This design comes from an exercise in tuning for small area on the open sky130 flow, not from production work. Function was checked by simulation only, so behaviour that the tests miss may differ from the original. Power figures rest on the tool's default switching activity, not on a simulated workload.

==> trial 89: inputs <==
==> flow/design.v (excerpt) <==
module vga_pixel_gen(
    h_cnt, v_cnt, valid, t_chg, ambiant, shine, clk, rst,
    state, score0, score1, cnt0, cnt1,
    vgaRed, vgaGreen, vgaBlue
    );
export LEC_CHECK = 0
export CAP_MARGIN = 20
export CORE_MARGIN = 2
export CORE_UTILIZATION = 50
export CTS_BUF_LIST = sky130_fd_sc_hd__clkbuf_8
export GPL_TIMING_DRIVEN = 0
export SLEW_MARGIN = 20
create_clock -name core_clock -period 12.0 [get_ports {clk}]
standard.sh (not shown) runs the stock make flow with config.mk's settings and CLKGATE_MAP_FILE= SYNTH_SCRIPT=/design/flow/synth_recipe.tcl, a recipe that flattens the netlist after the stock synthesis.
==> flow/flow/run.sh <==
#!/bin/bash
# Own layout flow: the standard flow, with two changes:
#  - synthesis is the standard synthesis script, but Yosys's abc call maps
#    with an area-oriented script (flow/abc_area_map.script) instead of ORFS's
#    delay-oriented one; registers, names, flattening and renaming unchanged.
#  - port buffers use the smallest buffer (sky130_fd_sc_hd__buf_1).
# Each tool's output goes to a log file of its own in this folder.
set -euo pipefail
W=$(pwd)
cat > "$W/own_synth.tcl" <<EOT
proc abc {args} {
  puts "own flow: abc mapping script replaced by '$W/flow/abc_area_map.script'"
  set i [lsearch -exact \$args -script]
  if {\$i >= 0} { lset args [expr {\$i + 1}] {$W/flow/abc_area_map.script} }
  yosys abc {*}\$args
}
source {$W/synth_recipe.tcl}
EOT
sed "s#SYNTH_SCRIPT=[^ ]*#SYNTH_SCRIPT=$W/own_synth.tcl#" standard.sh > own_standard.sh
grep -q "own_synth.tcl" own_standard.sh
bash own_standard.sh synth > "$W/log_synth.txt" 2>&1
bash own_standard.sh "BUFFER_PORTS_ARGS=-buffer_cell sky130_fd_sc_hd__buf_1" finish > "$W/log_layout.txt" 2>&1
test -f out/final.def
==> flow/flow/abc_area_map.script <==
&get -n
&dch -f
&nf -p -R 1000 -C 32 -F 8
&put
==> build 64 (differences from trial 89) <==
--- a/flow/config.mk
+++ b/flow/config.mk
@@ -9,5 +9,4 @@
 export CORE_MARGIN = 2
 export CORE_UTILIZATION = 50
 export CTS_BUF_LIST = sky130_fd_sc_hd__clkbuf_8
-export GPL_TIMING_DRIVEN = 0
 export SLEW_MARGIN = 20
==> results.yml <==
placement:
  detailed_place_hpwl_um: 14300
power:
  p_leak_nw: 1.59
  power.density_nw_per_um2: 64.3
  ir_worst_vdd_v: 0.0000815
  comb_power_share: 0.553
sta:
  fin_crit_sh: 0.905
  max-slew-margin-rel: 0.285
cells_and_area:
  fillCellCount: 816
  final_cell_mix: "sky130_fd_sc_hd__nand2_1, sky130_fd_sc_hd__nor2_1, sky130_fd_sc_hd__o21ai_0"
  area_delta_synth_final_pct: 9.30
  proportion_of_final_cell_area_spent_on_non_clock_buffers: 0.0603
  layout-drive-gt1-share: 0.0162
global_route:
  grt.met2_usage: 0.571
  grt_pass1_wl_um: 28600
worst_setup_path:
  critical_path.max_stage_delay_ns: 0.64
outcome:
  run_status: "no timing/DRC/antenna violations"
(the above is from build 64)
==> results.yml <==
outcome:
  run_status: "no timing/DRC/antenna violations"
power:
  comb_power_share: 0.551
  ir_worst_vdd_v: 0.0000867
cells_and_area:
  proportion_of_final_cell_area_spent_on_non_clock_buffers: 0.0653
  final_cell_mix: "sky130_fd_sc_hd__nand2_1, sky130_fd_sc_hd__nor2_1, sky130_fd_sc_hd__o21ai_0"
  fillCellCount: 798
worst_setup_path:
  critical_path.max_stage_delay_ns: 0.79
global_route:
  grt.met2_usage: 0.579
(the above is from trial 89)


==> inputs of run a <==
vga_pixel_gen, a different RTL version from the one above (not shown whole).
==> flow/config.mk <==
export PLATFORM = sky130hd
export DESIGN_NAME = vga_pixel_gen
export DESIGN_NICKNAME = vga_pixel_gen
export VERILOG_FILES = /design/flow/design.v
export SDC_FILE = /design/flow/constraint.sdc
export NUM_CORES = 4
export LEC_CHECK = 0
export CAP_MARGIN = 0
export CORE_MARGIN = 2
export CORE_UTILIZATION = 50
export CTS_BUF_LIST = sky130_fd_sc_hd__clkbuf_8
export SLEW_MARGIN = 0
==> flow/constraint.sdc <==
create_clock -name core_clock -period 12.0 [get_ports {clk}]
set_input_delay 2.4000 -clock core_clock [delete_from_list [all_inputs] [get_ports {clk}]]
set_output_delay 2.4000 -clock core_clock [all_outputs]
set_load 0.01 [all_outputs]
==> flow/flow/run.sh <==
#!/bin/bash
set -euo pipefail
W=$(pwd)
cat > "$W/own_synth.tcl" <<EOT
proc abc {args} {
  puts "own flow: abc mapping script replaced by '$W/flow/abc_area_map.script'"
  set i [lsearch -exact \$args -script]
  if {\$i >= 0} { lset args [expr {\$i + 1}] {$W/flow/abc_area_map.script} }
  yosys abc {*}\$args
}
source {$W/synth_recipe.tcl}
EOT
sed "s#SYNTH_SCRIPT=[^ ]*#SYNTH_SCRIPT=$W/own_synth.tcl#" standard.sh > own_standard.sh
grep -q "own_synth.tcl" own_standard.sh
bash own_standard.sh synth > "$W/log_synth.txt" 2>&1
bash own_standard.sh "BUFFER_PORTS_ARGS=-buffer_cell sky130_fd_sc_hd__buf_1" finish > "$W/log_layout.txt" 2>&1
test -f out/final.def
==> flow/flow/abc_area_map.script <==
&get -n
&dch -f
&nf -p -R 1000 -C 32 -F 8
&put
mfs3 -ae
mfs3 -ae
==> run b (differences from run a) <==
--- a/flow/flow/run.sh
+++ b/flow/flow/run.sh
@@ -1,3 +1,9 @@
 #!/bin/bash
+# Own layout flow: the standard flow, with two changes:
+#  - synthesis is the standard synthesis script, but Yosys's abc call maps
+#    with an area-oriented script (flow/abc_area_map.script) instead of ORFS's
+#    delay-oriented one; registers, names, flattening and renaming unchanged.
+#  - port buffers use the smallest buffer (sky130_fd_sc_hd__buf_1).
+# Each tool's output goes to a log file of its own in this folder.
 set -euo pipefail
 W=$(pwd)
==> flow/flow/abc_area_map.script (replaced) <==
&get -n
&dch -f
&nf -p -R 1000 -C 32 -F 8
&put
--- a/flow/config.mk
+++ b/flow/config.mk
@@ -6,7 +6,7 @@
 export NUM_CORES = 4
 export LEC_CHECK = 0
-export CAP_MARGIN = 0
+export CAP_MARGIN = 20
 export CORE_MARGIN = 2
 export CORE_UTILIZATION = 50
 export CTS_BUF_LIST = sky130_fd_sc_hd__clkbuf_8
-export SLEW_MARGIN = 0
+export SLEW_MARGIN = 20
==> run c (differences from run a) <==
--- a/flow/config.mk
+++ b/flow/config.mk
@@ -6,7 +6,7 @@
 export NUM_CORES = 4
 export LEC_CHECK = 0
-export CAP_MARGIN = 0
+export CAP_MARGIN = 20
 export CORE_MARGIN = 2
 export CORE_UTILIZATION = 50
 export CTS_BUF_LIST = sky130_fd_sc_hd__clkbuf_8
-export SLEW_MARGIN = 0
+export SLEW_MARGIN = 20
==> notes <==
In area after synthesis, run a and run c do not differ. Critical path depth: run c is lower than run b (1). Cell count: run c is smaller than run b (about 0.7%). In run c the sequential share of layout area is higher than in run b, by 0.21 points. Hold slack: run a is lower than run b (1.8 ps). Against run b, the via count of run c is smaller by about 0.9%. In die area, run c and run a do not differ. Utilization is the same in run a and run c.

==> separate check: timing with driven ports <==
The flow's constraints put no driver on any port. The routed layouts listed below were extracted and timed again, unchanged, in two steps. Step 1, drivers: a clkbuf_16 drives clk and a buf_2 each remaining input, both assumed. Step 2 also shifts input and output timing later by t, the mid clock arrival at the registers, as if the neighbouring blocks saw the same clock. Three values: no drivers, after step 1, after step 2; two values: the first two.
run	t, ns	setup WS [ns]	latest minus earliest clock arrival (ns)	worst data-port slew with drivers (ns)	pins driven straight from the clock port
trial 89	0.296	0.610 / 0.591 / 0.591	0.003 / 0.003	0.04	1
build 64	0.295	1.136 / 1.114 / 1.114	0.003 / 0.003	0.04	1
run a	0.294	1.082 / 1.055 / 1.055	0.013 / 0.013	0.03	1
run b	0.292	1.308 / 1.278 / 1.278	0.005 / 0.006	0.04	1
run c	0.294	1.082 / 1.055 / 1.055	0.013 / 0.013	0.03	1
After both steps every run listed still meets setup and hold. The setup slack of run b, which loses most, moves by -0.030 ns with the drivers and by -0.030 ns with both steps.
